What follows belongs to an exercise in optimizing a design on an open flow for small area; a production flow would make more cautious choices. The RTL was checked by simulation tests, not by an equivalence proof against the original design. No activity file was given, so power comes from the tool's default toggle rates.

$ cat config.mk
export PLATFORM = sky130hd
export DESIGN_NAME = vpx_brd_ctrl_core
export DESIGN_NICKNAME = vpx_brd_ctrl_core
export VERILOG_FILES = /design/flow/design.v
export SDC_FILE = /design/flow/constraint.sdc
export NUM_CORES = 4
export LEC_CHECK = 0
export CAP_MARGIN = 20
export CORE_MARGIN = 2
export CORE_UTILIZATION = 40
export SLEW_MARGIN = 20
$ cat constraint.sdc
create_clock -name core_clock -period 20.0 [get_ports {clk}]
set_input_delay 4.0000 -clock core_clock [delete_from_list [all_inputs] [get_ports {clk}]]
set_output_delay 4.0000 -clock core_clock [all_outputs]
set_load 0.01 [all_outputs]
$ cat design.v
`timescale 1ns / 1ps
`timescale 1ns / 1ps
 `timescale 1ns / 1ps
module reset_req_s
 (
	input  wire		clk,
	input  wire		rst_n,
	input  wire		resetfull_req_n,	 
	input  wire		sreset_req_n,		 
	input  wire		cs_por_n,			 
	input  wire		cs_resetfull_n,		 
	input  wire		cs_reset_n,			 
	input  wire		cs_resetstat_n,		 
	output wire		resetfull_out_n,	 
	output wire		reset_out_n			 
 );
localparam	IDLE    = 4'd0;
localparam	RF_CHK  = 4'd1;
localparam	RF_AS0  = 4'd2;
localparam	RF_AS   = 4'd3;
localparam	RF_DLY  = 4'd4;
localparam	RF_REL0 = 4'd5;
localparam	RF_REL  = 4'd6;
localparam	SR_CHK  = 4'd9;
localparam	SR_AS0  = 4'd10;
localparam	SR_AS   = 4'd11;
localparam	SR_DLY  = 4'd12;
localparam	SR_REL0 = 4'd13;
localparam	SR_REL  = 4'd14;
reg		[3:0]	st;
reg		[14:0]	cnt;
wire	chk_done = ((cnt & 24'h9c4) == 24'h9c4);	 
wire	dly_done = ((cnt & 24'h61a8) == 24'h61a8);	 
wire	rel_done = ((cnt & 24'h64) == 24'h64);	 
wire	cs_run  = cs_por_n & cs_resetfull_n & cs_reset_n;
wire	cs_rel  = cs_run & cs_resetstat_n;
wire	cs_rfd  = cs_por_n & ~cs_resetfull_n & cs_reset_n & ~cs_resetstat_n;
wire	cs_srd  = cs_por_n & cs_resetfull_n & ~cs_reset_n & ~cs_resetstat_n;
wire	[2:0]	ph = st[2:0];
wire			asserted = (ph == 3'd3) | (ph == 3'd4) | (ph == 3'd5);	 
assign	resetfull_out_n = ~(asserted & ~st[3]);
assign	reset_out_n     = ~(asserted & st[3]);
reg				run;
reg				done;
always @(*) begin
	case (ph)
		3'd1:       begin run = cs_run; done = chk_done; end
		3'd4:       begin run = st[3] ? cs_srd : cs_rfd; done = dly_done; end
		3'd5, 3'd6: begin run = cs_rel; done = rel_done; end
		default:    begin run = 1'b0;   done = 1'b0;     end
	endcase
end
wire	cnt_hold = (st == SR_CHK) & ~resetfull_req_n;
wire	cnt_inc  = run & ~done & ~cnt_hold;
wire	step     = run & done & ~cnt_hold;
always @(posedge clk) begin
	if(~cnt_inc & ~cnt_hold)
		cnt <= 15'd0;
	else
		cnt <= cnt + {14'd0, cnt_inc};
end
wire			req_n = st[3] ? sreset_req_n : resetfull_req_n;
always @(posedge clk or negedge rst_n) begin
	if(~rst_n)
		st <= IDLE;
	else begin
		case (ph)
		3'd0: begin		 
			if(~resetfull_req_n)
				st <= RF_CHK;
			else if(~sreset_req_n)
				st <= SR_CHK;
			else
				st <= IDLE;
		end
		3'd1: begin		 
			if(st[3] & ~resetfull_req_n)
				st <= RF_CHK;
			else if(step)
				st <= {st[3], 3'd2};
		end
		3'd2, 3'd3:		 
			st <= {st[3], req_n ? 3'd4 : 3'd3};
		3'd4:			 
			if(step) st <= {st[3], 3'd5};
		3'd5, 3'd6:		 
			st <= step ? IDLE : {st[3], 3'd6};
		default:
			st <= IDLE;
		endcase
	end
end
endmodule
`timescale 1ns / 1ps
module ad9516_rom (
	input wire [6:0] r,
	input wire [4:0] b,
	output wire sa,
	output wire sb
);
function [23:0] ad_rom_a;
	input [6:0] r;
	begin
		case (r)
			7'd0: ad_rom_a = 24'h000099;
			7'd1: ad_rom_a = 24'h000100;
			7'd2: ad_rom_a = 24'h000200;
			7'd3: ad_rom_a = 24'h000341;
			7'd4: ad_rom_a = 24'h000400;
			7'd5: ad_rom_a = 24'h00107C;
			7'd6: ad_rom_a = 24'h00110A;
			7'd7: ad_rom_a = 24'h001200;
			7'd8: ad_rom_a = 24'h001300;
			7'd9: ad_rom_a = 24'h00140F;
			7'd10: ad_rom_a = 24'h001500;
			7'd11: ad_rom_a = 24'h001605;
			7'd12: ad_rom_a = 24'h001702;
			7'd13: ad_rom_a = 24'h001806;
			7'd14: ad_rom_a = 24'h001940;
			7'd15: ad_rom_a = 24'h001A00;
			7'd16: ad_rom_a = 24'h001BA0;
			7'd17: ad_rom_a = 24'h001C22;
			7'd18: ad_rom_a = 24'h001D08;
			7'd19: ad_rom_a = 24'h001E00;
			7'd20: ad_rom_a = 24'h001F00;
			7'd21: ad_rom_a = 24'h00A001;
			7'd22: ad_rom_a = 24'h00A100;
			7'd23: ad_rom_a = 24'h00A200;
			7'd24: ad_rom_a = 24'h00A301;
			7'd25: ad_rom_a = 24'h00A400;
			7'd26: ad_rom_a = 24'h00A500;
			7'd27: ad_rom_a = 24'h00A601;
			7'd28: ad_rom_a = 24'h00A700;
			7'd29: ad_rom_a = 24'h00A800;
			7'd30: ad_rom_a = 24'h00A901;
			7'd31: ad_rom_a = 24'h00AA00;
			7'd32: ad_rom_a = 24'h00AB00;
			7'd33: ad_rom_a = 24'h00F008;
			7'd34: ad_rom_a = 24'h00F108;
			7'd35: ad_rom_a = 24'h00F208;
			7'd36: ad_rom_a = 24'h00F308;
			7'd37: ad_rom_a = 24'h00F408;
			7'd38: ad_rom_a = 24'h00F508;
			7'd39: ad_rom_a = 24'h014002;
			7'd40: ad_rom_a = 24'h014102;
			7'd41: ad_rom_a = 24'h014202;
			7'd42: ad_rom_a = 24'h014302;
			7'd43: ad_rom_a = 24'h019022;
			7'd44: ad_rom_a = 24'h019100;
			7'd45: ad_rom_a = 24'h019200;
			7'd46: ad_rom_a = 24'h019311;
			7'd47: ad_rom_a = 24'h019400;
			7'd48: ad_rom_a = 24'h019500;
			7'd49: ad_rom_a = 24'h019611;
			7'd50: ad_rom_a = 24'h019700;
			7'd51: ad_rom_a = 24'h019800;
			7'd52: ad_rom_a = 24'h019911;
			7'd53: ad_rom_a = 24'h019A00;
			7'd54: ad_rom_a = 24'h019B00;
			7'd55: ad_rom_a = 24'h019C20;
			7'd56: ad_rom_a = 24'h019D00;
			7'd57: ad_rom_a = 24'h019E11;
			7'd58: ad_rom_a = 24'h019F00;
			7'd59: ad_rom_a = 24'h01A000;
			7'd60: ad_rom_a = 24'h01A120;
			7'd61: ad_rom_a = 24'h01A200;
			7'd62: ad_rom_a = 24'h01A300;
			7'd63: ad_rom_a = 24'h01E004;
			7'd64: ad_rom_a = 24'h01E102;
			7'd65: ad_rom_a = 24'h023000;
			7'd66: ad_rom_a = 24'h023100;
			7'd67: ad_rom_a = 24'h023201;
			7'd68: ad_rom_a = 24'h001807;
			7'd69: ad_rom_a = 24'h023201;
			default: ad_rom_a = 24'h000000;
		endcase
	end
endfunction
function [23:0] ad_rom_d;
	input [6:0] r;
	begin
		case (r)
			7'd8: ad_rom_d = 24'h00000A;
			7'd43: ad_rom_d = 24'h000033;
			7'd46: ad_rom_d = 24'h000003;
			7'd57: ad_rom_d = 24'h000003;
			7'd63: ad_rom_d = 24'h000006;
			default: ad_rom_d = 24'h000000;
		endcase
	end
endfunction
wire [23:0] wa = ad_rom_a(r);
wire [23:0] wd = ad_rom_d(r);
assign sa = wa[b];
assign sb = wa[b] ^ wd[b];
endmodule
`timescale 1ns / 1ps
module dsp_spi
 (
	input  wire			clk,			 
	input  wire			rst_n,
	input  wire			DSP_SSEL1,
	input  wire			DSP_SCK1,
	input  wire			DSP_MOSI1,
	output reg			DSP_MISO1,
	input  wire	[15:0]	gpio_i,			 
	input  wire			st_phy_int,		 
	input  wire	[4:0]	st_rst,			 
	input  wire	[2:0]	st_misc,		 
	output reg	[3:0]	led_reg,		 
	output reg			phy_reg,		 
	output reg	[3:0]	misc_reg		 
 );
reg			[1:0]	ssel_s;
reg			[2:0]	sck_s;
reg			[1:0]	mosi_s;
reg 		[4:0] 	spi_c;
reg					rw;
reg			[6:0]	addr;
reg			[3:0]	data_w;
reg			[2:0]	wr_cng;
reg			[7:0]	data_r_hold;
reg			[7:0]	pre_r;
wire				ssel     = ssel_s[1];
wire				sck_fall =  sck_s[2] & ~sck_s[1];
wire				sck_rise = ~sck_s[2] &  sck_s[1];
wire				mosi     = mosi_s[1];
wire				rdy          = (spi_c == 5'h8) & rw;
wire				wr_event_cng = spi_c[4] & ~rw;		 
wire				wr_event     = wr_cng[1] ^ wr_cng[2];
always @(posedge clk or negedge rst_n) begin
	if(~rst_n) begin
		ssel_s <= 2'b11;
		sck_s  <= 3'b000;
	end
	else begin
		ssel_s <= {ssel_s[0], DSP_SSEL1};
		sck_s  <= {sck_s[1:0], DSP_SCK1};
	end
end
always @(posedge clk) begin
	mosi_s <= {mosi_s[0], DSP_MOSI1};
	wr_cng <= {wr_cng[1:0], wr_event_cng};
end
always @(posedge clk) begin
	if(ssel)
		spi_c <= 5'h0;
	else if(sck_fall) begin
		spi_c <= spi_c[4] ? 5'h0 : spi_c + 1'b1;
		if(spi_c == 5'h0) begin
			rw     <= mosi;
			addr   <= 7'h0;
			data_w <= 4'h0;
		end
		else if(spi_c[4:3] == 2'b00)
			addr <= {addr[5:0], mosi};
		else if(~spi_c[4] & ~rw)
			data_w <= {data_w[2:0], mosi};
	end
end
always @(posedge clk or negedge rst_n) begin
	if(~rst_n) begin
		led_reg  <= 4'b0;
		phy_reg  <= 1'b1;
		misc_reg <= 4'b0011;
	end
	else if(wr_event) begin
		case(addr)
			7'h0: led_reg  <= data_w;
			7'h1: phy_reg  <= data_w[1];
			7'h7: misc_reg <= data_w;
			default: ;
		endcase
	end
end
wire		[2:0]	addr_nx = sck_fall ? {addr[1:0], mosi} : addr[2:0];
always @(posedge clk) begin
	case(addr_nx)
		3'd1: pre_r <= {gpio_i[7:1], st_phy_int};
		3'd3: pre_r <= gpio_i[15:8];
		3'd6: pre_r <= {gpio_i[7:5], st_rst};
		3'd7: pre_r <= {gpio_i[7], st_misc, gpio_i[3:0]};
		default: pre_r <= gpio_i[7:0];
	endcase
end
reg			[7:0]	data_r;
always @(*) begin
	if(addr[6:3] != 4'h0)
		data_r = 8'h0;
	else begin
		case(addr[2:0])
			3'd0: data_r = {4'h0, led_reg};
			3'd1: data_r = {6'h0, phy_reg, pre_r[0]};
			3'd4: data_r = 8'h2b;
			3'd5: data_r = 8'h08;
			3'd6: data_r = {3'h0, pre_r[4:0]};
			3'd7: data_r = {1'b0, pre_r[6:4], misc_reg};
			default: data_r = pre_r;
		endcase
	end
end
always @(posedge clk or negedge rst_n) begin
	if(~rst_n)
		data_r_hold <= 8'h0;
	else if(rdy)
		data_r_hold <= data_r;
end
always @(posedge clk or negedge rst_n) begin
	if(~rst_n)
		DSP_MISO1 <= 1'b0;
	else if(ssel)
		DSP_MISO1 <= 1'b0;
	else if(sck_rise) begin
		if(spi_c[4:3] == 2'b01) begin
			if(rw)
				DSP_MISO1 <= data_r_hold[~spi_c[2:0]];
		end
		else
			DSP_MISO1 <= 1'b0;
	end
end
endmodule
`timescale 1ns / 1ps
 `timescale 1ns / 1ps
module vpx_brd_ctrl_core
 (
	clk,   						 
	rst_n,						 
	vcc1p0_pgood_i,
	vcc3p3_fmc_pgood_i,
	vcc_vadj_fmc_pgood_i,
	vcc1p2_pgood_i,
	vcc1p8_fpga_pgood_i,
	vcc1p5_fpga_pgood_i,
	vcc0p75_fpga_pgood_i,
	vcc1p0_mgtavcc_pgood_i,
	vcc1p2_mgtavtt_pgood_i,
	vcc3p3_pgood_i,
	dspa_sspcs1_i,		  			 
	dspa_sspck_i,					 
	dspa_sspmiso_o,					 
	dspa_sspmosi_i,         		 
	dspb_sspcs1_i,		  			 
	dspb_sspck_i,					 
	dspb_sspmiso_o,					 
	dspb_sspmosi_i,         		 
	vcc2p5_pgood_i,			
	vcc1p8_dsp_pgood_i,     
	vcc1p5_dsp_pgood_i,	    
	vcc0p75_dsp_pgood_i,	
	sys_pgood_o,			
	vcc2p5_en_o,			
	vcc1p8_dsp_en_o,        
	vcc1p5_dsp_en_o,				
	vcc0p75_dsp_en_o,		
	dspa_gpio_i,					 
	dspa_gpio_o,					 
	dspa_gpio_en,					 
	dspb_gpio_i,					 
	dspb_gpio_o,					 
	dspb_gpio_en,					 
	full_reset_i,					 
	dspa_warm_reset_i,				 
	dspb_warm_reset_i,				 
	fpga_rst_i,						 
	fpga_rst_o,						 
	dspa_trgrstz_i, 				 
	dspb_trgrstz_i, 				 
	dspa_debug_led_o,				 
	dspb_debug_led_o,				 
	dspa_porz_o,					 
	dspa_resetfullz_o,				 
	dspa_resetz_o,					 
	dspa_lresetz_o,					 
	dspa_coresel_o,					 
	dspa_resetstat_n_i,				 
	dspa_nmiz_o,					 
	dspa_lresetnmienz_o,			 
	dspa_bootcomplete_i,             
	dspa_paclksel_o,				 
	dspa_hout_i,					 
	dspa_sysclkout_i,				 
	dspa_timi0_o,					 
	dspb_porz_o,					 
	dspb_resetfullz_o,				 
	dspb_resetz_o,					 
	dspb_lresetz_o,					 
	dspb_coresel_o,					 
	dspb_resetstat_n_i,				 
	dspb_nmiz_o,					 
	dspb_lresetnmienz_o,			 
	dspb_bootcomplete_i,             
	dspb_paclksel_o,				 
	dspb_hout_i,					 
	dspb_sysclkout_i,				 
	dspb_timi0_o,					 
	dspa_phy_int_n_i,				 
	dspa_phy_rst_n_o,				 
	dspb_phy_int_n_i,				 
	dspb_phy_rst_n_o,				 
	dspa_ucd9222_pg1_i,				 
	dspa_ucd9222_pg2_i,				 
	dspa_ucd9222_ena1_o,   			 
	dspa_ucd9222_ena2_o,			 
	dspa_pgucd9222_i,				 
	dspa_ucd9222_rst_n_o,			 
	dspb_ucd9222_pg1_i,				 
	dspb_ucd9222_pg2_i,				 
	dspb_ucd9222_ena1_o,   			 
	dspb_ucd9222_ena2_o,			 
	dspb_pgucd9222_i,				 
	dspb_ucd9222_rst_n_o,			 
	dspa_pca9306_en_o,				 
	dspb_pca9306_en_o,				 
	dspa_nand_wp_o,					 
	dspa_nor_wp_n_o,				 
	dspa_eeprom_wp_o,				 
	dspb_nand_wp_o,					 
	dspb_nor_wp_n_o,				 
	dspb_eeprom_wp_o,				 
    dspa_vid_oe_n_o, 
	dspb_vid_oe_n_o, 
	ad9516_1_clock_reset_o,
	ad9516_1_cs_o, 
	ad9516_1_pd_o,
	ad9516_1_refsel_o,
	ad9516_1_sclk_o,
	ad9516_1_sdi_o,
	ad9516_1_ld_i,
	ad9516_2_clock_reset_o,
	ad9516_2_cs_o, 
	ad9516_2_pd_o,
	ad9516_2_refsel_o,
	ad9516_2_sclk_o,
	ad9516_2_sdi_o,
	ad9516_2_ld_i,
	sp3an_debug_led_o,
	front_led_o,
	sw_fsel_o,
	sw_qfg_o,
	srio_rst_n_o,
	sw_spd_o,
	fmc1_pg_c2m_o,
	fmc2_pg_c2m_o,
	dspa_tsip0_fsa0_o,
	dspa_tsip0_clka0_o,
	dspb_tsip0_fsa0_o,
	dspb_tsip0_clka0_o
 );
input			clk;
input			rst_n;
input   		vcc1p0_pgood_i;
input   		vcc3p3_fmc_pgood_i;
input   		vcc_vadj_fmc_pgood_i;
input   		vcc1p2_pgood_i;
input   		vcc1p8_fpga_pgood_i;
input   		vcc1p5_fpga_pgood_i;
input   		vcc0p75_fpga_pgood_i;
input   		vcc1p0_mgtavcc_pgood_i;
input   		vcc1p2_mgtavtt_pgood_i;
input   		vcc3p3_pgood_i;
input			dspa_sspcs1_i;
input			dspa_sspck_i;
output			dspa_sspmiso_o;
input			dspa_sspmosi_i;
input			dspb_sspcs1_i;
input			dspb_sspck_i;
output			dspb_sspmiso_o;
input			dspb_sspmosi_i;
input			vcc2p5_pgood_i;
input			vcc1p8_dsp_pgood_i;
input			vcc1p5_dsp_pgood_i;
input			vcc0p75_dsp_pgood_i;
output			sys_pgood_o;
output			vcc2p5_en_o;
output			vcc1p8_dsp_en_o;
output			vcc1p5_dsp_en_o;
output			vcc0p75_dsp_en_o;
reg				vcc2p5_en_o;
reg				vcc1p8_dsp_en_o;
reg				vcc1p5_dsp_en_o;
reg				vcc0p75_dsp_en_o;
input	[15:0]	dspa_gpio_i;
output	[15:0]	dspa_gpio_o;
output			dspa_gpio_en;
reg   			dspa_gpio_en;
input	[15:0]	dspb_gpio_i;
output	[15:0]	dspb_gpio_o;
output			dspb_gpio_en;
reg   			dspb_gpio_en;
input			full_reset_i;
input			dspa_warm_reset_i;
input			dspb_warm_reset_i;
input			fpga_rst_i;
input       	dspa_trgrstz_i;
input       	dspb_trgrstz_i;
output			fpga_rst_o;
wire			full_reset_i_f;
wire			dspa_warm_reset_i_f;
wire			dspb_warm_reset_i_f;
wire			fpga_rst_i_f;
output	[3:0]	dspa_debug_led_o;
output	[3:0]	dspb_debug_led_o;
output			dspa_porz_o;
output			dspa_resetfullz_o;
output			dspa_resetz_o;
output			dspa_lresetz_o;
input			dspa_resetstat_n_i;
output			dspa_lresetnmienz_o;
output	[3:0]	dspa_coresel_o;
output			dspa_nmiz_o;
output			dspa_paclksel_o;
input			dspa_hout_i;
input			dspa_bootcomplete_i;
input			dspa_sysclkout_i;
output 			dspa_timi0_o; 
output			dspb_porz_o;
output			dspb_resetfullz_o;
output			dspb_resetz_o;
output			dspb_lresetz_o;
input			dspb_resetstat_n_i;
output			dspb_lresetnmienz_o;
output	[3:0]	dspb_coresel_o;
output			dspb_nmiz_o;
output			dspb_paclksel_o;
input			dspb_hout_i;
input			dspb_bootcomplete_i;
input			dspb_sysclkout_i;
output 			dspb_timi0_o; 
input			dspa_phy_int_n_i;
output			dspa_phy_rst_n_o;
input			dspb_phy_int_n_i;
output			dspb_phy_rst_n_o;
input			dspa_ucd9222_pg1_i;
input			dspa_ucd9222_pg2_i;
output			dspa_ucd9222_ena1_o;
output			dspa_ucd9222_ena2_o;
input			dspa_pgucd9222_i;
output			dspa_ucd9222_rst_n_o;
input			dspb_ucd9222_pg1_i;
input			dspb_ucd9222_pg2_i;
output			dspb_ucd9222_ena1_o;
output			dspb_ucd9222_ena2_o;
input			dspb_pgucd9222_i;
output			dspb_ucd9222_rst_n_o;
output			dspa_pca9306_en_o;
output			dspb_pca9306_en_o;
output			dspa_nand_wp_o;
output			dspa_nor_wp_n_o;
output			dspa_eeprom_wp_o;
output			dspb_nand_wp_o;
output			dspb_nor_wp_n_o;
output			dspb_eeprom_wp_o;
output 			dspa_vid_oe_n_o;
output 			dspb_vid_oe_n_o;
output			ad9516_1_clock_reset_o;
output			ad9516_1_cs_o;
output			ad9516_1_pd_o;
output			ad9516_1_refsel_o;
output			ad9516_1_sclk_o;
output			ad9516_1_sdi_o;
input			ad9516_1_ld_i;
output			ad9516_2_clock_reset_o;
output			ad9516_2_cs_o;
output			ad9516_2_pd_o;
output			ad9516_2_refsel_o;
output			ad9516_2_sclk_o;
output			ad9516_2_sdi_o;
input			ad9516_2_ld_i;
wire			ad9516_1_cfg_done;
wire			ad9516_2_cfg_done;
output	[7:0]	sp3an_debug_led_o;
output	[1:0]	front_led_o;
output	[1:0]	sw_fsel_o;
output	[7:0]	sw_qfg_o;
output			srio_rst_n_o;
output	[2:0]	sw_spd_o;
reg				srio_rst_n_o;
output			fmc1_pg_c2m_o;
output			fmc2_pg_c2m_o;
output			dspa_tsip0_fsa0_o;
output			dspa_tsip0_clka0_o;
output			dspb_tsip0_fsa0_o;
output			dspb_tsip0_clka0_o;
reg				ir_run;			 
reg				ir_rel;			 
reg				fpga_ireset_n;
reg		[11:0]	dcnt;
wire			dcnt_wrap = ((dcnt & 16'h9c4) == 16'h9c4);
wire			dcnt_lo0  = (dcnt[11:4] == 8'h0);
wire			dcnt_is2  = dcnt_lo0 & (dcnt[3:0] == 4'd2);
wire			dcnt_is3  = dcnt_lo0 & (dcnt[3:0] == 4'd3);
wire			dcnt_is10 = dcnt_lo0 & (dcnt[3:0] == 4'd10);
always @(posedge clk or negedge rst_n) begin
	if(~rst_n) begin
		ir_run <= 1'b0;
		ir_rel <= 1'b0;
		fpga_ireset_n <= 1'b0;
		dcnt <= 12'hfff;
	end
	else begin
		ir_run <= 1'b1;
		if(ir_run & dcnt_wrap)
			ir_rel <= 1'b1;
		if(ir_rel)
			fpga_ireset_n <= 1'b1;
		if(dcnt_wrap | (ir_rel & ~fpga_ireset_n))
			dcnt <= 12'h0;
		else
			dcnt <= dcnt + 1'b1;
	end
end
reg				dclk;
wire			sample_en = dcnt_wrap & ~dclk;
always @(posedge clk or negedge fpga_ireset_n) begin
	if(~fpga_ireset_n)
		dclk <= 1'b0;
	else if(dcnt_wrap)
		dclk <= ~dclk;
end
reg		[3:0]	smp_full, smp_wa, smp_wb, smp_frst;
always @(posedge clk or negedge fpga_ireset_n) begin
	if(~fpga_ireset_n) begin
		smp_full <= 4'hf;
		smp_wa   <= 4'hf;
		smp_wb   <= 4'hf;
		smp_frst <= 4'hf;
	end
	else if(sample_en) begin
		smp_full <= {smp_full[2:0], full_reset_i};
		smp_wa   <= {smp_wa[2:0],   dspa_warm_reset_i};
		smp_wb   <= {smp_wb[2:0],   dspb_warm_reset_i};
		smp_frst <= {smp_frst[2:0], fpga_rst_i};
	end
end
reg				resetfull_req_n;	 
reg				wra_f;				 
reg				wrb_f;				 
reg				frst_f;				 
reg				fpga_rst_o_r;		 
always @(posedge clk or negedge fpga_ireset_n) begin
	if(~fpga_ireset_n) begin
		resetfull_req_n <= 1'b1;
		wra_f <= 1'b1;
		wrb_f <= 1'b1;
		frst_f <= 1'b1;
		fpga_rst_o_r <= 1'b1;
	end
	else begin
		if(dcnt_is3)
			resetfull_req_n <= (&smp_full) | (resetfull_req_n & (|smp_full));
		if(dcnt_is2) begin
			wra_f  <= (&smp_wa)   | (wra_f  & (|smp_wa));
			wrb_f  <= (&smp_wb)   | (wrb_f  & (|smp_wb));
			frst_f <= (&smp_frst) | (frst_f & (|smp_frst));
		end
		if(dcnt_is3 & ~frst_f)
			fpga_rst_o_r <= 1'b0;
		else if(dcnt_is10 & frst_f)
			fpga_rst_o_r <= 1'b1;
	end
end
assign fpga_rst_o = fpga_rst_o_r;
reg				trga_s1, trga_s2, trgb_s1, trgb_s2;
reg				dspa_softreset_req_n, dspb_softreset_req_n;
reg		[1:0]	dspa_resetstat_nd, dspb_resetstat_nd;
always @(posedge clk) begin
	trga_s1 <= dspa_trgrstz_i | ~fpga_ireset_n;
	trga_s2 <= trga_s1;
	trgb_s1 <= dspb_trgrstz_i | ~fpga_ireset_n;
	trgb_s2 <= trgb_s1;
	dspa_softreset_req_n <= wra_f & trga_s2;
	dspb_softreset_req_n <= wrb_f & trgb_s2;
end
always @(posedge clk or negedge fpga_ireset_n) begin
	if(~fpga_ireset_n) begin
		dspa_resetstat_nd <= 2'b00;
		dspb_resetstat_nd <= 2'b00;
	end
	else begin
		dspa_resetstat_nd <= {dspa_resetstat_nd[0], dspa_resetstat_n_i};
		dspb_resetstat_nd <= {dspb_resetstat_nd[0], dspb_resetstat_n_i};
	end
end
reg				full_s1, frst_s1, wa_s1, wb_s1;
reg				phya_s1, phyb_s1;
reg				boota_s1, sysa_s1, houta_s1, bootb_s1, sysb_s1, houtb_s1;
always @(posedge clk) begin
	full_s1  <= full_reset_i;
	frst_s1  <= fpga_rst_i;
	wa_s1    <= dspa_warm_reset_i;
	wb_s1    <= dspb_warm_reset_i;
	phya_s1  <= dspa_phy_int_n_i;
	phyb_s1  <= dspb_phy_int_n_i;
	boota_s1 <= dspa_bootcomplete_i;
	sysa_s1  <= dspa_sysclkout_i;
	houta_s1 <= dspa_hout_i;
	bootb_s1 <= dspb_bootcomplete_i;
	sysb_s1  <= dspb_sysclkout_i;
	houtb_s1 <= dspb_hout_i;
end
reg				pgm_d0, pgm_d1;
reg				v2p5_d0, v2p5_d1, ucd_d0, ucd_d1, v1p8_d0, v1p8_d1;
reg				v1p5_d0, v1p5_d1, v075_d0, v075_d1;
reg				pg_ex_dsp, all_power;
always @(posedge clk) begin
	pgm_d0 <= vcc1p0_pgood_i & vcc3p3_fmc_pgood_i & vcc_vadj_fmc_pgood_i &
	          vcc1p2_pgood_i & vcc1p8_fpga_pgood_i & vcc1p5_fpga_pgood_i &
	          vcc0p75_fpga_pgood_i & vcc1p0_mgtavcc_pgood_i & vcc1p2_mgtavtt_pgood_i &
	          vcc3p3_pgood_i & fpga_ireset_n;
	pgm_d1 <= pgm_d0;
	pg_ex_dsp <= pgm_d1;
	ucd_d0 <= dspa_ucd9222_pg1_i & dspa_ucd9222_pg2_i & dspa_pgucd9222_i &
	          dspb_ucd9222_pg1_i & dspb_ucd9222_pg2_i & dspb_pgucd9222_i & fpga_ireset_n;
	ucd_d1 <= ucd_d0;
end
always @(posedge clk or negedge fpga_ireset_n) begin
	if(~fpga_ireset_n) begin
		v2p5_d0 <= 1'b0; v2p5_d1 <= 1'b0;
		v1p8_d0 <= 1'b0; v1p8_d1 <= 1'b0;
		v1p5_d0 <= 1'b0; v1p5_d1 <= 1'b0;
		v075_d0 <= 1'b0; v075_d1 <= 1'b0;
		all_power <= 1'b0;
	end
	else begin
		v2p5_d0 <= vcc2p5_pgood_i;       v2p5_d1 <= v2p5_d0;
		v1p8_d0 <= vcc1p8_dsp_pgood_i;   v1p8_d1 <= v1p8_d0;
		v1p5_d0 <= vcc1p5_dsp_pgood_i;   v1p5_d1 <= v1p5_d0;
		v075_d0 <= vcc0p75_dsp_pgood_i;  v075_d1 <= v075_d0;
		all_power <= pgm_d1 & v2p5_d1 & ucd_d1 & v1p8_d1 & v1p5_d1 & v075_d1;
	end
end
reg		[2:0]	ce_10m_cnt;
wire			clk_10mhz_ce = ce_10m_cnt[2];	 
always @(posedge clk) begin
	if(clk_10mhz_ce | ~fpga_ireset_n)
		ce_10m_cnt <= 3'd0;
	else
		ce_10m_cnt <= ce_10m_cnt + 1'b1;
end
reg		[17:0]	debug_led_lo;
reg		[7:0]	debug_led_hi;
always @(posedge clk) begin
	if(clk_10mhz_ce | ~fpga_ireset_n) begin
		if(all_power)
			debug_led_lo <= debug_led_lo + 1'b1;
		else
			debug_led_lo <= 18'b0;
	end
end
always @(posedge clk or negedge fpga_ireset_n) begin
	if(~fpga_ireset_n)
		debug_led_hi <= 8'b0;
	else if(clk_10mhz_ce) begin
		if(all_power)
			debug_led_hi <= debug_led_hi + {7'b0, &debug_led_lo};
		else
			debug_led_hi <= 8'b0;
	end
end
assign	sp3an_debug_led_o = debug_led_hi;
always @(posedge clk or negedge fpga_ireset_n) begin
	if(~fpga_ireset_n)
		srio_rst_n_o <= 1'b0;
	else
		srio_rst_n_o <= all_power;
end
assign 	sw_fsel_o	= 	2'b11;
assign	sw_spd_o	=	3'b101;
assign  sw_qfg_o	=   8'b0;
assign	fmc1_pg_c2m_o = all_power;
assign	fmc2_pg_c2m_o = all_power;
assign	sys_pgood_o   = all_power;
assign	front_led_o[1] = all_power;
reg		[1:0]	clk_div;
reg				tsip_clk;
reg		[6:0]	fs_cnt;
reg				tsip_fs;
wire			tsip_clk_rise = clk_div[1] & ~tsip_clk;
always @(posedge clk)
	clk_div <= (clk_div[1] | ~fpga_ireset_n) ? 2'd0 : clk_div + 1'b1;
always @(posedge clk or negedge fpga_ireset_n) begin
	if(~fpga_ireset_n) begin
		tsip_clk <= 1'b0;
		fs_cnt <= 7'd0;
		tsip_fs <= 1'b0;
	end
	else begin
		if(clk_div[1])
			tsip_clk <= ~tsip_clk;
		if(tsip_clk_rise) begin
			fs_cnt <= fs_cnt + 1'b1;
			tsip_fs <= &fs_cnt;
		end
	end
end
assign	dspa_tsip0_clka0_o = tsip_clk;
assign	dspb_tsip0_clka0_o = tsip_clk;
assign	dspa_tsip0_fsa0_o  = tsip_fs;
assign	dspb_tsip0_fsa0_o  = tsip_fs;
parameter 		SM_IDLE	  = 4'h0;
parameter 		SM_V2P5	  = 4'h1;
parameter 		SM_PMBS_1 = 4'h2;
parameter 		SM_PMBS_2 = 4'h3;
parameter 		SM_V1P8	  = 4'h4;
parameter 		SM_V1P5	  = 4'h5;
parameter 		SM_V075	  = 4'h6;
parameter 		SM_CLKG	  = 4'h7;
parameter 		SM_PORWR  = 4'h8;
parameter 		SM_WAIT	  = 4'h9;
parameter 		SM_PWOK	  = 4'ha;
parameter 		SM_POFF1  = 4'hb;
parameter 		SM_POFF2  = 4'hc;
parameter 		SM_FAIL	  = 4'hd;
reg		[3:0]	PW_SM;
reg		[15:0]	PW_c;
reg				ucd_ena;
reg				vid_oe_n;
reg				set_ad9516;
reg		[1:0]	ld_d;
wire			c_idle_done = ((PW_c & 24'hc350) == 24'hc350);
wire			c_done = ((PW_c & 24'h61a8) == 24'h61a8);
reg				sm_en, sm_ok;
reg		[3:0]	sm_next;
always @(*) begin
	sm_en = 1'b1;
	sm_ok = 1'b1;
	sm_next = PW_SM;
	case (PW_SM)
		SM_IDLE:   begin sm_en = pg_ex_dsp; sm_next = SM_V2P5;   end
		SM_V2P5:   begin sm_en = pg_ex_dsp; sm_ok = v2p5_d1;  sm_next = SM_PMBS_1; end
		SM_PMBS_1: begin sm_en = pg_ex_dsp; sm_next = SM_PMBS_2; end
		SM_PMBS_2: begin sm_en = pg_ex_dsp; sm_ok = ucd_d1;   sm_next = SM_V1P8;   end
		SM_V1P8:   begin sm_en = pg_ex_dsp; sm_ok = v1p8_d1;  sm_next = SM_V1P5;   end
		SM_V1P5:   begin sm_en = pg_ex_dsp; sm_ok = v1p5_d1;  sm_next = SM_V075;   end
		SM_V075:   begin sm_en = pg_ex_dsp; sm_ok = v075_d1;  sm_next = SM_CLKG;   end
		SM_CLKG:   begin sm_en = all_power; sm_ok = ld_d[1];  sm_next = SM_PORWR;  end
		SM_PORWR:  begin sm_en = all_power; sm_next = SM_WAIT;   end
		SM_WAIT:   begin sm_en = all_power; sm_ok = dspa_resetstat_nd[1]; sm_next = SM_PWOK; end
		SM_PWOK:   begin sm_en = all_power; sm_ok = 1'b0; end
		SM_POFF1:  begin sm_next = SM_POFF2; end
		default:   begin sm_ok = 1'b0; end		 
	endcase
end
wire			sm_done = (PW_SM == SM_IDLE) ? c_idle_done : c_done;
wire			sm_step = sm_en & sm_ok & sm_done;
wire			pw_inc  = sm_en & sm_ok & ~sm_done;
wire			pw_clr  = ~pw_inc & (sm_en | (PW_SM == SM_IDLE));
always @(posedge clk) begin
	if(pw_clr)
		PW_c <= 16'h0;
	else
		PW_c <= PW_c + {15'h0, pw_inc};
end
always @(posedge clk or negedge fpga_ireset_n) begin
	if(~fpga_ireset_n) begin
		PW_SM <= SM_IDLE;
		ucd_ena <= 1'b0;
		vcc1p5_dsp_en_o <= 1'b0;
		vcc1p8_dsp_en_o <= 1'b0;
		vcc0p75_dsp_en_o <= 1'b0;
		vcc2p5_en_o <= 1'b0;
		set_ad9516 <= 1'b0;
		vid_oe_n <= 1'b1;
	end
	else begin
		if(sm_step)
			PW_SM <= sm_next;
		else if(~sm_en)
			PW_SM <= (PW_SM == SM_IDLE) ? SM_IDLE : (PW_SM <= SM_V075) ? SM_FAIL : SM_POFF1;
		case (PW_SM)
			SM_V2P5:   if(sm_en) vcc2p5_en_o <= 1'b1;
			SM_PMBS_1: if(sm_en) ucd_ena <= 1'b1;
			SM_V1P8: begin
				if(sm_en) vcc1p8_dsp_en_o <= 1'b1;
				if(sm_step) set_ad9516 <= 1'b1;
			end
			SM_V1P5: begin
				if(sm_en) vcc1p5_dsp_en_o <= 1'b1;
				if(sm_step) vid_oe_n <= 1'b0;
			end
			SM_V075:   if(sm_en) vcc0p75_dsp_en_o <= 1'b1;
			SM_CLKG:   if(sm_step) set_ad9516 <= 1'b0;
			SM_POFF2, SM_FAIL: begin
				ucd_ena <= 1'b0;
				vcc1p5_dsp_en_o <= 1'b0;
				vcc1p8_dsp_en_o <= 1'b0;
				vcc0p75_dsp_en_o <= 1'b0;
				vcc2p5_en_o <= 1'b0;
				set_ad9516 <= 1'b0;
				vid_oe_n <= 1'b1;
			end
			default: ;
		endcase
	end
end
assign	dspa_ucd9222_ena1_o  = ucd_ena;
assign	dspa_ucd9222_ena2_o  = ucd_ena;
assign	dspb_ucd9222_ena1_o  = ucd_ena;
assign	dspb_ucd9222_ena2_o  = ucd_ena;
assign	dspa_ucd9222_rst_n_o = 1'b1;
assign	dspb_ucd9222_rst_n_o = 1'b1;
assign	dspa_vid_oe_n_o = vid_oe_n;
assign	dspb_vid_oe_n_o = vid_oe_n;
reg		[2:0]	ad_state;
reg		[6:0]	cnt_reg;
reg		[4:0]	cnt_bit;
reg				ad_sen;
reg				ad_sclk;
reg				ad_sdata_1, ad_sdata_2;
wire			rom_1, rom_2;
ad9516_rom Inst_ad9516_rom (.r(cnt_reg), .b(cnt_bit), .sa(rom_1), .sb(rom_2));
wire			ad_last_bit = (cnt_bit == 5'd0);
wire			ad_last_reg = cnt_reg[6] & cnt_reg[2] & cnt_reg[0];	 
always @(posedge clk or negedge fpga_ireset_n) begin
	if(~fpga_ireset_n)
		cnt_reg <= 7'd0;
	else if(~set_ad9516)
		cnt_reg <= 7'd0;
	else if(clk_10mhz_ce & (ad_state == 3'd5))
		cnt_reg <= ad_last_reg ? 7'd0 : cnt_reg + 1'b1;
end
always @(posedge clk) begin
	if(~set_ad9516) begin
		ad_state <= 3'd0;
		cnt_bit <= 5'd23;
	end
	else if(clk_10mhz_ce) begin
		case(ad_state)
			3'd0: ad_state <= 3'd1;		 
			3'd1: ad_state <= 3'd2;		 
			3'd2: ad_state <= 3'd3;		 
			3'd3: ad_state <= 3'd4;		 
			3'd4: begin					 
				if(ad_last_bit) begin
					ad_state <= 3'd5;
					cnt_bit <= 5'd23;
				end
				else begin
					ad_state <= 3'd1;
					cnt_bit <= cnt_bit - 1'b1;
				end
			end
			3'd5: begin					 
				ad_state <= ad_last_reg ? 3'd6 : 3'd1;
			end
			default: ;					 
		endcase
	end
end
always @(posedge clk or negedge fpga_ireset_n) begin
	if(~fpga_ireset_n) begin
		ad_sen <= 1'b1;
		ad_sdata_1 <= 1'b0;
		ad_sdata_2 <= 1'b0;
		ad_sclk <= 1'b0;
	end
	else if(~set_ad9516) begin
		ad_sen <= 1'b1;
		ad_sdata_1 <= 1'b0;
		ad_sdata_2 <= 1'b0;
		ad_sclk <= 1'b0;
	end
	else if(clk_10mhz_ce) begin
		case(ad_state)
			3'd1: ad_sclk <= 1'b0;		 
			3'd2: begin					 
				ad_sen <= 1'b0;
				ad_sdata_1 <= rom_1;
				ad_sdata_2 <= rom_2;
			end
			3'd3: ad_sclk <= 1'b1;		 
			3'd4: ad_sen <= ad_last_bit;	 
			3'd5: ad_sclk <= 1'b0;		 
			3'd6, 3'd7: begin			 
				ad_sdata_1 <= 1'b0;
				ad_sdata_2 <= 1'b0;
			end
			default: ;
		endcase
	end
end
assign	ad9516_1_clock_reset_o = 1'b1;
assign	ad9516_1_pd_o          = 1'b1;
assign	ad9516_1_refsel_o      = 1'b0;
assign	ad9516_1_cs_o          = ad_sen;
assign	ad9516_1_sclk_o        = ad_sclk;
assign	ad9516_1_sdi_o         = ad_sdata_1;
assign	ad9516_2_clock_reset_o = 1'b1;
assign	ad9516_2_pd_o          = 1'b1;
assign	ad9516_2_refsel_o      = 1'b0;
assign	ad9516_2_cs_o          = ad_sen;
assign	ad9516_2_sclk_o        = ad_sclk;
assign	ad9516_2_sdi_o         = ad_sdata_2;
reg		[1:0]	ld_run;
always @(posedge clk or negedge fpga_ireset_n) begin
	if(~fpga_ireset_n)
		ld_run <= 2'd0;
	else if(clk_10mhz_ce) begin
		if(ad9516_1_ld_i & ad9516_2_ld_i)
			ld_run <= ld_run + {1'b0, ~&ld_run};
		else
			ld_run <= 2'd0;
	end
end
always @(posedge clk)
	ld_d <= {ld_d[0], &ld_run};
assign	front_led_o[0] = &ld_run;
wire			dspa_resetfull_out_n, dspa_reset_out_n;
wire			dspb_resetfull_out_n, dspb_reset_out_n;
wire			sm_7_a = (PW_SM >= 4'h7 && PW_SM <= 4'ha);
wire			sm_7_b = (PW_SM >= 4'h7 && PW_SM <= 4'hb);
wire			sm_8_a = (PW_SM >= 4'h8 && PW_SM <= 4'ha);
wire			sm_9_b = (PW_SM >= 4'h9 && PW_SM <= 4'hb);
wire			sm_pwok = (PW_SM == SM_PWOK);
wire			power_fail_check = (PW_SM >= 4'hb && PW_SM <= 4'hd);
assign 	dspa_coresel_o = 4'h0;
assign 	dspb_coresel_o = 4'h0;
assign 	dspa_paclksel_o = 1'b1;
assign 	dspb_paclksel_o = 1'b1;
assign 	dspa_lresetnmienz_o = sm_7_a;
assign 	dspb_lresetnmienz_o = sm_7_a;
assign 	dspa_nmiz_o = sm_7_b;
assign 	dspb_nmiz_o = sm_7_b;
assign 	dspa_lresetz_o = sm_7_b;
assign 	dspb_lresetz_o = sm_7_b;
assign 	dspa_porz_o = sm_8_a;
assign 	dspb_porz_o = sm_8_a;
assign 	dspa_resetfullz_o = sm_9_b & dspa_resetfull_out_n;
assign 	dspb_resetfullz_o = sm_9_b & dspb_resetfull_out_n;
assign 	dspa_resetz_o = sm_7_b & dspa_reset_out_n;
assign 	dspb_resetz_o = sm_7_b & dspb_reset_out_n;
assign	dspa_gpio_o = 16'h0001;
assign	dspb_gpio_o = 16'h0001;
wire	[3:0]	dspa_led_reg, dspb_led_reg;
wire			dspa_phy_reg, dspb_phy_reg;
wire	[3:0]	dspa_misc_reg, dspb_misc_reg;
assign	dspa_debug_led_o = power_fail_check ? 4'h0 : dspa_led_reg;
assign	dspb_debug_led_o = power_fail_check ? 4'h0 : dspb_led_reg;
assign 	dspa_phy_rst_n_o = dspa_porz_o & dspa_resetfullz_o & dspa_phy_reg;
assign 	dspb_phy_rst_n_o = dspb_porz_o & dspb_resetfullz_o & dspb_phy_reg;
wire			dspa_wp_on = sm_pwok & dspa_resetstat_n_i & ~dspa_gpio_en;
wire			dspb_wp_on = sm_pwok & dspb_resetstat_n_i & ~dspb_gpio_en;
assign 	dspa_nand_wp_o   = dspa_wp_on & dspa_misc_reg[0];
assign 	dspb_nand_wp_o   = dspb_wp_on & dspb_misc_reg[0];
assign 	dspa_nor_wp_n_o  = dspa_wp_on & dspa_misc_reg[1];
assign 	dspb_nor_wp_n_o  = dspb_wp_on & dspb_misc_reg[1];
assign 	dspa_eeprom_wp_o = ~dspa_wp_on | dspa_misc_reg[2];
assign 	dspb_eeprom_wp_o = ~dspb_wp_on | dspb_misc_reg[2];
assign 	dspa_pca9306_en_o = sm_pwok & dspa_misc_reg[3];
assign 	dspb_pca9306_en_o = sm_pwok & dspb_misc_reg[3];
reset_req_s Inst_reset_req_ctrl_a
 (
    .clk				(	clk						),
    .rst_n				(	fpga_ireset_n			),
    .resetfull_req_n	(	resetfull_req_n			),
    .sreset_req_n		(	dspa_softreset_req_n	),
    .cs_por_n			(	dspa_porz_o				),
    .cs_resetfull_n		(	dspa_resetfullz_o		),
    .cs_reset_n			(	dspa_resetz_o			),
    .cs_resetstat_n		(	dspa_resetstat_nd[1]	),
    .resetfull_out_n	(	dspa_resetfull_out_n	),
    .reset_out_n		(	dspa_reset_out_n		)
 );
reset_req_s Inst_reset_req_ctrl_b
 (
    .clk				(	clk						),
    .rst_n				(	fpga_ireset_n			),
    .resetfull_req_n	(	resetfull_req_n			),
    .sreset_req_n		(	dspb_softreset_req_n	),
    .cs_por_n			(	dspb_porz_o				),
    .cs_resetfull_n		(	dspb_resetfullz_o		),
    .cs_reset_n			(	dspb_resetz_o			),
    .cs_resetstat_n		(	dspb_resetstat_nd[1]	),
    .resetfull_out_n	(	dspb_resetfull_out_n	),
    .reset_out_n		(	dspb_reset_out_n		)
 );
reg				half_clk;
reg		[3:0]	dspa_gpio_dly, dspb_gpio_dly;
always @(posedge clk or negedge fpga_ireset_n) begin
	if(~fpga_ireset_n)
		half_clk <= 1'b0;
	else
		half_clk <= ~half_clk;
end
wire			dspa_gpio_clr = ~dspa_resetstat_nd[1] & (~dspa_porz_o | ~dspa_resetfullz_o | dspa_gpio_en);
wire			dspa_gpio_done = ((dspa_gpio_dly & 16'h0a) == 16'h0a);
always @(posedge clk or negedge fpga_ireset_n) begin
	if(~fpga_ireset_n)
		dspa_gpio_en <= 1'b1;
	else
		dspa_gpio_en <= dspa_gpio_clr | ~dspa_gpio_done;
end
always @(posedge clk) begin
	if(dspa_gpio_clr)
		dspa_gpio_dly <= 4'h0;
	else if(~dspa_gpio_done)
		dspa_gpio_dly <= dspa_gpio_dly + 1'b1;
end
wire			dspb_gpio_clr = ~dspb_resetstat_nd[1] & (~dspb_porz_o | ~dspb_resetfullz_o | dspb_gpio_en);
wire			dspb_gpio_done = ((dspb_gpio_dly & 16'h0a) == 16'h0a);
always @(posedge clk or negedge fpga_ireset_n) begin
	if(~fpga_ireset_n)
		dspb_gpio_en <= 1'b1;
	else
		dspb_gpio_en <= dspb_gpio_clr | ~dspb_gpio_done;
end
always @(posedge clk) begin
	if(dspb_gpio_clr)
		dspb_gpio_dly <= 4'h0;
	else if(~dspb_gpio_done)
		dspb_gpio_dly <= dspb_gpio_dly + 1'b1;
end
assign	dspa_timi0_o = ~dspa_gpio_en & ~half_clk;
assign	dspb_timi0_o = ~dspb_gpio_en & ~half_clk;
dsp_spi Inst_dspa_spi
 (
    .clk			(	clk					),
    .rst_n			(	fpga_ireset_n		),
    .DSP_SSEL1		(	dspa_sspcs1_i		),
    .DSP_SCK1		(	dspa_sspck_i		),
    .DSP_MOSI1		(	dspa_sspmosi_i		),
    .DSP_MISO1		(	dspa_sspmiso_o		),
    .gpio_i			(	dspa_gpio_i			),
    .st_phy_int		(	phya_s1				),
    .st_rst			(	{trga_s1, dspa_resetstat_n_i, frst_s1, wa_s1, full_s1}	),
    .st_misc		(	{boota_s1, sysa_s1, houta_s1}	),
    .led_reg		(	dspa_led_reg		),
    .phy_reg		(	dspa_phy_reg		),
    .misc_reg		(	dspa_misc_reg		)
 );
dsp_spi Inst_dspb_spi
 (
    .clk			(	clk					),
    .rst_n			(	fpga_ireset_n		),
    .DSP_SSEL1		(	dspb_sspcs1_i		),
    .DSP_SCK1		(	dspb_sspck_i		),
    .DSP_MOSI1		(	dspb_sspmosi_i		),
    .DSP_MISO1		(	dspb_sspmiso_o		),
    .gpio_i			(	dspb_gpio_i			),
    .st_phy_int		(	phyb_s1				),
    .st_rst			(	{trgb_s1, dspb_resetstat_n_i, frst_s1, wb_s1, full_s1}	),
    .st_misc		(	{bootb_s1, sysb_s1, houtb_s1}	),
    .led_reg		(	dspb_led_reg		),
    .phy_reg		(	dspb_phy_reg		),
    .misc_reg		(	dspb_misc_reg		)
 );
endmodule
$ cat flow/run.sh
#!/bin/bash
# Layout flow: the standard ORFS flow (standard.sh), with these changes:
#  - after the standard synthesis, the logic between the registers is
#    re-mapped by ABC for area (flow/remap.tcl, flow/remap.abc); registers keep
#    their names and cell types, and the new netlist is proven equal to the
#    standard one (flow/equiv.tcl) before it is used (else the standard
#    netlist is kept);
#  - input and output ports are buffered with sky130_fd_sc_hd__buf_1;
#  - clock tree synthesis uses the arguments in flow/cts_args.txt.
# Each tool's output goes to its own log in the work folder (ORFS also writes
# each step's log under orfs/logs/).
set -euo pipefail
cts_args="$(tr '\n' ' ' < flow/cts_args.txt)"
knobs=("BUFFER_PORTS_ARGS=-buffer_cell sky130_fd_sc_hd__buf_1" "CTS_ARGS=${cts_args}")
res=orfs/results/${FLOW_PLATFORM}/vpx_brd_ctrl_core/base
bash standard.sh "${knobs[@]}" synth > make_synth.log 2>&1

YOSYS=yosys
[[ -x "${FLOW_HOME}/../tools/install/yosys/bin/yosys" ]] && YOSYS="${FLOW_HOME}/../tools/install/yosys/bin/yosys"
export REMAP_LIB="${FLOW_HOME}/platforms/${FLOW_PLATFORM}/lib/sky130_fd_sc_hd__tt_025C_1v80.lib"
export REMAP_IN="$PWD/1_2_yosys_standard.v"
export REMAP_OUT="$PWD/1_2_yosys_remap.v"
export REMAP_DONT_USE="$PWD/flow/dont_use.txt"
export REMAP_ABC="$PWD/flow/remap.abc"
cp "$res/1_2_yosys.v" "$REMAP_IN"
if "$YOSYS" -c flow/remap.tcl > yosys_remap.log 2>&1 && \
   "$YOSYS" -c flow/equiv.tcl > yosys_equiv.log 2>&1; then
  cp "$REMAP_OUT" "$res/1_2_yosys.v"
  echo "re-mapped netlist used" > remap_result.txt
else
  echo "re-map failed or not proven: standard netlist kept" > remap_result.txt
fi
bash standard.sh "${knobs[@]}" do-1_synth > make_synth_odb.log 2>&1
bash standard.sh "${knobs[@]}" finish > make_finish.log 2>&1
$ cat flow/cts_args.txt
-sink_clustering_enable
-repair_clock_nets
-buf_list sky130_fd_sc_hd__clkbuf_16
-sink_clustering_size 30
-sink_clustering_max_diameter 100
-dont_use_dummy_load
$ cat flow/dont_use.txt
sky130_fd_sc_hd__lpflow_bleeder_1
sky130_fd_sc_hd__lpflow_clkbufkapwr_1
sky130_fd_sc_hd__lpflow_clkbufkapwr_16
sky130_fd_sc_hd__lpflow_clkbufkapwr_2
sky130_fd_sc_hd__lpflow_clkbufkapwr_4
sky130_fd_sc_hd__lpflow_clkbufkapwr_8
sky130_fd_sc_hd__lpflow_clkinvkapwr_1
sky130_fd_sc_hd__lpflow_clkinvkapwr_16
sky130_fd_sc_hd__lpflow_clkinvkapwr_2
sky130_fd_sc_hd__lpflow_clkinvkapwr_4
sky130_fd_sc_hd__lpflow_clkinvkapwr_8
sky130_fd_sc_hd__lpflow_decapkapwr_12
sky130_fd_sc_hd__lpflow_decapkapwr_3
sky130_fd_sc_hd__lpflow_decapkapwr_4
sky130_fd_sc_hd__lpflow_decapkapwr_6
sky130_fd_sc_hd__lpflow_decapkapwr_8
sky130_fd_sc_hd__lpflow_inputiso0n_1
sky130_fd_sc_hd__lpflow_inputiso0p_1
sky130_fd_sc_hd__lpflow_inputiso1n_1
sky130_fd_sc_hd__lpflow_inputiso1p_1
sky130_fd_sc_hd__lpflow_inputisolatch_1
sky130_fd_sc_hd__lpflow_isobufsrc_1
sky130_fd_sc_hd__lpflow_isobufsrc_16
sky130_fd_sc_hd__lpflow_isobufsrc_2
sky130_fd_sc_hd__lpflow_isobufsrc_4
sky130_fd_sc_hd__lpflow_isobufsrc_8
sky130_fd_sc_hd__lpflow_isobufsrckapwr_16
sky130_fd_sc_hd__lpflow_lsbuf_lh_hl_isowell_tap_1
sky130_fd_sc_hd__lpflow_lsbuf_lh_hl_isowell_tap_2
sky130_fd_sc_hd__lpflow_lsbuf_lh_hl_isowell_tap_4
sky130_fd_sc_hd__lpflow_lsbuf_lh_isowell_4
sky130_fd_sc_hd__lpflow_lsbuf_lh_isowell_tap_1
sky130_fd_sc_hd__lpflow_lsbuf_lh_isowell_tap_2
sky130_fd_sc_hd__lpflow_lsbuf_lh_isowell_tap_4
sky130_fd_sc_hd__probe_p_8
sky130_fd_sc_hd__probec_p_8
$ cat flow/equiv.tcl
# Prove the re-mapped netlist equal to the standard one, register by register.
yosys -import
read_liberty -ignore_miss_func $::env(REMAP_LIB)
read_verilog $::env(REMAP_IN)
yosys rename vpx_brd_ctrl_core gold
read_verilog $::env(REMAP_OUT)
yosys rename vpx_brd_ctrl_core gate
hierarchy -check
flatten
opt_clean
async2sync
equiv_make gold gate eq
hierarchy -top eq
equiv_simple -seq 2
equiv_induct
equiv_status -assert
$ cat flow/remap.abc
strash
dc2
strash
&get -n
&dch -f
&nf -R 1000
&put
topo
stime -p
$ cat flow/remap.tcl
# Re-map the combinational logic of the standard synthesis netlist for area.
# Registers (and tie cells) are kept as they are, with their names and cell
# types; only the logic between them is re-mapped by ABC.
# Environment: REMAP_LIB (liberty), REMAP_IN, REMAP_OUT (netlists),
# REMAP_DONT_USE (file with one don't-use cell per line), REMAP_ABC (script).
yosys -import
set lib $::env(REMAP_LIB)
set du {}
foreach c [split [string trim [read [open $::env(REMAP_DONT_USE)]]] "\n"] { lappend du -dont_use $c }
read_liberty -ignore_miss_func $lib
read_verilog $::env(REMAP_IN)
hierarchy -top vpx_brd_ctrl_core
blackbox sky130_fd_sc_hd__*df* sky130_fd_sc_hd__dl* sky130_fd_sc_hd__conb*
flatten
opt_clean
abc -script $::env(REMAP_ABC) -liberty $lib {*}$du
opt_clean -purge
hilomap -singleton -hicell sky130_fd_sc_hd__conb_1 HI -locell sky130_fd_sc_hd__conb_1 LO
insbuf -buf sky130_fd_sc_hd__buf_4 A X
splitnets
opt_clean -purge
hierarchy -top vpx_brd_ctrl_core
check -assert -mapped
tee -o remap_stat.txt stat -liberty $lib
write_verilog -noattr -nohex -nodec $::env(REMAP_OUT)
$ cat standard.sh
#!/bin/bash
# synth_recipe.tcl (not shown) runs the flow's synth.tcl, then flattens the netlist and writes it again
# the make line also repeats each setting of config.mk as NAME=value (left out here)
make -C /OpenROAD-flow-scripts/flow DESIGN_CONFIG=/design/flow/config.mk WORK_HOME=/design/flow/orfs CLKGATE_MAP_FILE= SYNTH_SCRIPT=/design/flow/synth_recipe.tcl "${@:-finish}"
==> results of run 1 <==
==> Yosys cell counts (all sizes together), types with 47 or more instances <==
cell type	count	area, sq um
nor2	194	728
nand2	140	526
dfxtp	128	2560
buf	115	822
dfrtp	102	2550
o21ai	90	458
a21oi	73	373
nand3	72	365
inv	61	229
xor2	53	464
nor2b	52	325
dfstp	47	1230
==> area by class of cell <==
class / instances / area [sq um] / area share, %
Clock buffer: 15 / 375 / 2.20
Sequential cell: 319 / 7610 / 44.6
Multi-Input combinational cell: 1231 / 7530 / 44.1
Timing Repair Buffer: 161 / 653 / 3.83
Inverter: 63 / 236 / 1.39
Tap cell: 525 / 657 / 3.85
==> per-stage QoR <==
step | area, sq um | worst slack [ns] | utilization, % | hold WS, ns
floorplan | 16400 | 11.57 | - | 0.310
global placement | 16700 | 10.67 | 42.0 | 0.295
detailed placement | 16700 | 10.70 | 42.0 | 0.294
CTS | 17100 | 10.70 | 43.0 | 0.305
global route | 17100 | 10.65 | 43.0 | 0.331
finish | 17100 | 10.79 | 43.0 | 0.278
==> cell families after synthesis <==
kind of cell / Yosys count
buffers and inverters: 222
multiplexers: 61
XOR/XNOR: 86
AO/OA/AOI/OAI: 310
AND/OR/NAND/NOR: 680
other: 2
flip-flops: 319
adder cells (fa/ha/maj): 30
==> power by group <==
| group | switching [W] | internal, W |
|---|---|---|
| sequential | 0.00000835 | 0.000663 |
| clock | 0.000194 | 0.000136 |
| combinational | 0.0000224 | 0.0000142 |
==> path summary, 6_finish.rpt <==
kind / endpoint / cells past startpoint / slack, ns / from
setup / recovery: dspa_nand_wp_o / 4 / 10.79 / dspa_resetstat_n_i
hold / removal: dspa_resetstat_nd[1] / 0 / 0.28 / fpga_ireset_n
setup reg to reg: Inst_reset_req_ctrl_b.cnt[14] / 15 / 16.51 / PW_SM[3]
hold reg to reg: dspa_resetstat_nd[1] / 0 / 0.28 / fpga_ireset_n
max in group asynchronous: fpga_ireset_n / 1 / 15.87 / rst_n
min in group core_clock: Inst_dspa_spi.mosi_s[1] / 0 / 0.34 / Inst_dspa_spi.mosi_s[0]
==> cells in the final DEF, fill, tap and decap left out, types with 30 or more instances in the layout <==
| cell | instances |
|---|---|
| edfxtp_1 | 42 |
| nand2_1 | 140 |
| inv_1 | 58 |
| nor2b_1 | 52 |
| dfstp_2 | 47 |
| and3_1 | 30 |
| nand2b_1 | 36 |
| xnor2_1 | 32 |
| buf_1 | 148 |
| a21oi_1 | 71 |
| nand3_1 | 71 |
| o21ai_0 | 80 |
| xor2_1 | 53 |
| dfrtp_1 | 101 |
| mux2_2 | 39 |
| dfxtp_1 | 128 |
| conb_1 | 64 |
| nor2_1 | 194 |
| nand4_1 | 31 |
==> per-layer routing <==
metal,global-route usage [%],part of all wire [%],vias up
li1,-,-,5968
met1,23.5,47,5758
met2,27.6,47,272
met3,2.27,4.6,43
met4,4.01,1.8,0
met5,0,0,-
==> results by group, run 1 <==
Outcome
  • Status: timing/DRC/antenna clean

Flow run
  • Max-cap violations: 0

STA
  • Final setup TNS: 0 ns
  • Slew margin rel.: 28.9%
  • Finish-stage setup viols: 0
  • Fin. Hold Viols: 0
  • Final Cycle Share: 46.0%
  • Min Tclk post-route: approximately 9.2 ns
  • Slew @ Worst Pin: approximately 1.1 ns
  • Slew Viols, Final: 0
  • Worst clock skew: 0.0631 ns
  • FMAX: 109 MHz
  • RSZ-0062 raised after global routing: false

Clocking
  • Count of hold buffers inserted by post-cts repair: 0
  • Post-cts resize count: 0
  • Clock sink count: approximately 320
  • Clock latency on the worst-skew pair: 0.52 ns
  • Clock Path Buffers: 3
  • Root Buffer Master: clkbuf_16
  • Num CTS Buffers: 15
  • Worst-path clk slew: 0.11 ns
  • H-tree depth: 1
  • Postcts setup bufs: 0
  • CTS tree: yes

Setup path
  • Data arrival, critical path: 5.21 ns
  • Worst-path fanout max: 3
  • Slowest-stage cell, CP: nor3b_1
  • CP required: 16.00 ns
  • Type of origin of the critical path: primary input
  • Crit path kind: primary input to output port
  • Most common cell on crit path: buf_1
  • Worst path max stage delay: 0.68 ns
  • CP bufs+invs: 2
  • Crit path cell chain: buf_1 > nor3b_1 > and2_1 > buf_1
  • CP endpoint kind: output port
  • Kind of cell adding the most delay to the critical path: simple AND/OR/NAND/NOR gates

Die
  • Die width: 205 um
  • Initial Util: 40.6%
  • # rows: 73
  • I/O pin total: 212
  • Die ar.: 42,000 sq um
  • Die height: roughly 200 um
  • Core box area: approximately 40,000 sq um

Finish
  • Layout net count: about 1,900
  • Fraction of layout cells with a size suffix above 1: approximately 8.3%
  • P&R area growth vs syn: 5.79%
  • Fillers: between 3,000 and 4,000
  • Antenna fix cells: 0
  • Top Registers: debug_led_lo: 18 flops, PW_c: 16 flops
  • Final non-filler cell total: 2,314
  • Max reg flops: 18
  • Biggest register: debug_led_lo

GRT
  • Total track usage: 16.8%
  • Largest net degree at the start of global routing: 60
  • Vias in the first global route: 11,300
  • First-pass GRT wire length: 58.2 mm
  • Grt ovf: 0
  • Initial antenna violation count: 0

Placed design
  • # port buffers: 148
  • Placed cells: 2,299
  • Post-DP HPWL: 25.9 mm
  • GPL Wtd Cong: ~0.9

Logic synthesis
  • Mapped Cells: 1,710
  • Largest family of logic cells by synthesized area: simple AND/OR/NAND/NOR gates
  • #FFs+latches synth: 319
  • Synth warn: 4
  • Sequential fraction of the synthesis area: 47.2%
  • Post-synthesis cell type count: 91
  • Ys flop type: dfxtp_1
  • Adder-cell share of the synthesized area: 2.31%
  • Post-Synth XOR/XNOR Area: 4.71%
  • Post-synthesis mux area share: 4.46%
  • Number of synthesized flops with an enable pin: 42
  • Post-synthesis simple-gate area fraction: 21.0%
  • Syn_area_per_cell: 9.44 sq um
  • Post-synthesis compound-gate area fraction: 12.7%
  • Post-Syn Area: 16,100 sq um
  • Async set or reset register ratio after synthesis: 46.7%

Detailed routing
  • Drt wl/cell: between 15 and 20 um
  • Initial detailed-routing violation count: between 600 and 700
  • Detailed-route DRC error count: 0
  • Post-DRT Antenna Nets: 0
  • Vias per cell: 5.20
  • Detailed Routing Iterations Pass 1: 5
  • Vias: 12,000
  • DRT Wirelength: 36.0 mm

Min path
  • Worst hold path class: flip-flop to async pin

Power
  • Total chip power: 0.00104 W
  • VDD IR max: 0.0671 mV
  • Pwr Density: 60.9 nW/um^2
  • Leak Pwr: between 6 and 7 nW
==> inputs of run 2 (changes only) <==
==> flow/remap.abc (replaced) <==
strash
dc2
&get -n
&deepsyn -T 90
&dch -f
&nf -R 1000
&put
topo
stime -p
--- a/flow/remap.tcl
+++ b/flow/remap.tcl
@@ -20,6 +20,10 @@
 splitnets
 opt_clean -purge
+tee -o remap_stat.txt stat -liberty $lib
+write_verilog -noattr -nohex -nodec $::env(REMAP_OUT)
+# read the result back against the cell library alone and check it
+design -reset
+read_liberty -lib $lib
+read_verilog $::env(REMAP_OUT)
 hierarchy -top vpx_brd_ctrl_core
 check -assert -mapped
-tee -o remap_stat.txt stat -liberty $lib
-write_verilog -noattr -nohex -nodec $::env(REMAP_OUT)
==> results by group, run 2 <==
Setup path
  • Data arrival, critical path: between 4 and 5 ns
  • Worst-path fanout max: 3
  • Worst R2R Setup Slack: 15.18 ns
  • Worst setup endpoint: dspb_eeprom_wp_o
  • Crit path kind: primary input to output port
  • Reg2Reg Launch Point: PW_SM[2]
  • Reg-to-reg endpoint: PW_c[14]
  • Crit path from: dspb_resetstat_n_i
  • FF-to-FF path depth: 18
  • CP required: ~16 ns
  • CP endpoint kind: output port
  • Type of origin of the critical path: primary input

Detailed routing
  • Detailed-route DRC error count: 0
  • Detailed Routing Iterations Pass 1: 5
  • Initial detailed-routing violation count: 744
  • Drt wl/cell: 15.3 um
  • Vias per cell: 5.25
  • Vias: 10,500
  • DRT Wirelength: between 30 and 40 mm
  • Post-DRT Antenna Nets: 0

Placed design
  • # port buffers: 148
  • Post-DP HPWL: around 22 mm
  • GPL Wtd Cong: 0.845
  • Placed Area: 14,700 sq um

Finish
  • Fillers: 3,327
  • Post-Route Utilization: 43.8%
  • Fraction of layout cells with a size suffix above 1: 4.75%
  • Layout net count: 1,616
  • Max reg flops: 18
  • P&R area growth vs syn: 8.23%
  • Commonest non-fill, non-tap cells in the layout: 149 x nor2_1, 148 x buf_1, 128 x dfxtp_1
  • Top Registers: debug_led_lo: 18 flops, PW_c: 16 flops
  • Biggest register: debug_led_lo
  • Most common cell after layout, fill and taps aside: nor2_1
  • Post-route cell area: about 15,000 sq um

Min path
  • Worst hold path class: flip-flop to flip-flop

Clocking
  • Clock sink count: 319
  • Num CTS Buffers: 15
  • Worst-path clk slew: 0.10 ns
  • Clock Path Buffers: 3
  • CTS tree: yes
  • Postcts setup bufs: 0
  • Count of hold buffers inserted by post-cts repair: 0
  • Post-cts resize count: 0
  • Clock latency on the worst-skew pair: roughly 0.5 ns
  • H-tree depth: 1
  • Root Buffer Master: clkbuf_16

Die
  • Core box area: 34,500 sq um
  • Die height: about 190 um
  • # rows: 68
  • Initial Util: 40.5%
  • I/O pin total: about 210
  • Die width: 191 um
  • Die ar.: ~36,000 sq um

Power
  • VDD IR max: 0.0534 mV
  • Total chip power: 0.00102 W
  • Leak Pwr: 5.95 nW
  • Pwr Density: 67.9 nW/um^2

GRT
  • Vias in the first global route: 9,738
  • GRT met2 Usage: ~27%
  • Grt met3 use: between 2 and 2.5%
  • Global-route track usage on met1: 23.5%
  • Largest net degree at the start of global routing: 80
  • First-pass GRT wire length: 49.5 mm
  • Initial antenna violation count: 2
  • Total track usage: 16.5%
  • Grt ovf: 0
  • GRT busiest layer: met2

STA
  • Slew margin rel.: 31.1%
  • Final setup TNS: 0 ns
  • Fin. Hold Viols: 0
  • Min Tclk post-route: 8.66 ns
  • Worst clock skew: 0.0361 ns
  • Finish-stage setup viols: 0
  • Slew @ Worst Pin: ~1.0 ns
  • Slew Viols, Final: 0
  • Final Cycle Share: between 40% and 50%
  • FMAX: roughly 120 MHz
  • RSZ-0062 raised after global routing: false
  • Hold_ws: 0.337 ns

Logic synthesis
  • Synth warn: 4
  • Syn_area_per_cell: about 10 sq um
  • Mapped Cells: 1,391
  • Post-Syn Area: between 10,000 and 15,000 sq um

Outcome
  • Status: timing/DRC/antenna clean

Flow run
  • Max-cap violations: 0
==> run 2: layer usage <==
layer  part of all wire (%)  vias up
met5                  0.046        -
met4                    1.7        2
met3                    4.6       39
li1                       -     5156
met1                     47     5034
met2                     47      235
==> run 2: report_power, final <==
group | total, W | switching (W) | internal, W
sequential | 0.000670 | 0.00000709 | 0.000663
clock | 0.000324 | 0.000188 | 0.000136
combinational | 0.0000305 | 0.0000195 | 0.0000110
==> run 2: worst max-delay path, cell delays in order <==
cell	delay (ns)
buf_1	0.13
nand2_1	0.08
or3_1	0.32
buf_1	0.13
==> run 2: stage by stage <==
stage               setup WS [ns]  std cells
CTS                         11.33       1991
finish                      11.34       1992
floorplan                   11.61       1453
global placement            11.37       1975
detailed placement          11.33       1976
global route                11.29       1991
==> run 2: worst min-delay path by stage <==
stage	cells after the start	slack [ns]	start	endpoint
floorplan	0	0.31	Inst_dspa_spi.mosi_s[0]	Inst_dspa_spi.mosi_s[1]
global placement	0	0.31	Inst_dspb_spi.mosi_s[0]	Inst_dspb_spi.mosi_s[1]
detailed placement	0	0.31	Inst_dspa_spi.mosi_s[0]	Inst_dspa_spi.mosi_s[1]
CTS	0	0.34	Inst_dspa_spi.mosi_s[0]	Inst_dspa_spi.mosi_s[1]
global route	0	0.35	Inst_dspa_spi.wr_cng[0]	Inst_dspa_spi.wr_cng[1]
finish	0	0.34	Inst_dspa_spi.mosi_s[0]	Inst_dspa_spi.mosi_s[1]
==> run 2: layout make-up <==
cell class,instances,area [sq um],area share (%)
Timing Repair Buffer,153,597,3.95
Sequential cell,319,7610,50.5
Clock buffer,15,375,2.49
Tap cell,455,569,3.77
Antenna cell,1,2.50,0.0166
Multi-Input combinational cell,1016,5810,38.5
Inverter,33,124,0.821

-- what the ideal ports hide --
How much do the figures lean on ideal ports? The routed layouts below were timed once more, with nothing changed but the port constraints. Step 1 assumes that a clkbuf_16 drives the clock port and a buf_2 every other input. Step 2 adds t to the input delays and takes it off the output delays; t is the mean of the earliest and latest rising clock arrival at the registers after step 1. Input paths then give back, and output paths get back, about the clock's delay inside the block. Three values: ideal ports, drivers, drivers and shift; two values: the first two.
| run | t (ns) | slack for setup (ns) | latest minus earliest clock arrival (ns) |
|---|---|---|---|
| run 1 | 0.539 | 10.792 / 10.771 / 10.771 | 0.064 / 0.065 |
| run 2 | 0.532 | 11.337 / 11.312 / 11.312 | 0.038 / 0.038 |
After both steps every run listed still meets setup and hold. For run 2, which loses most, drivers alone change the setup slack by -0.025 ns; drivers and shift together by -0.025 ns.
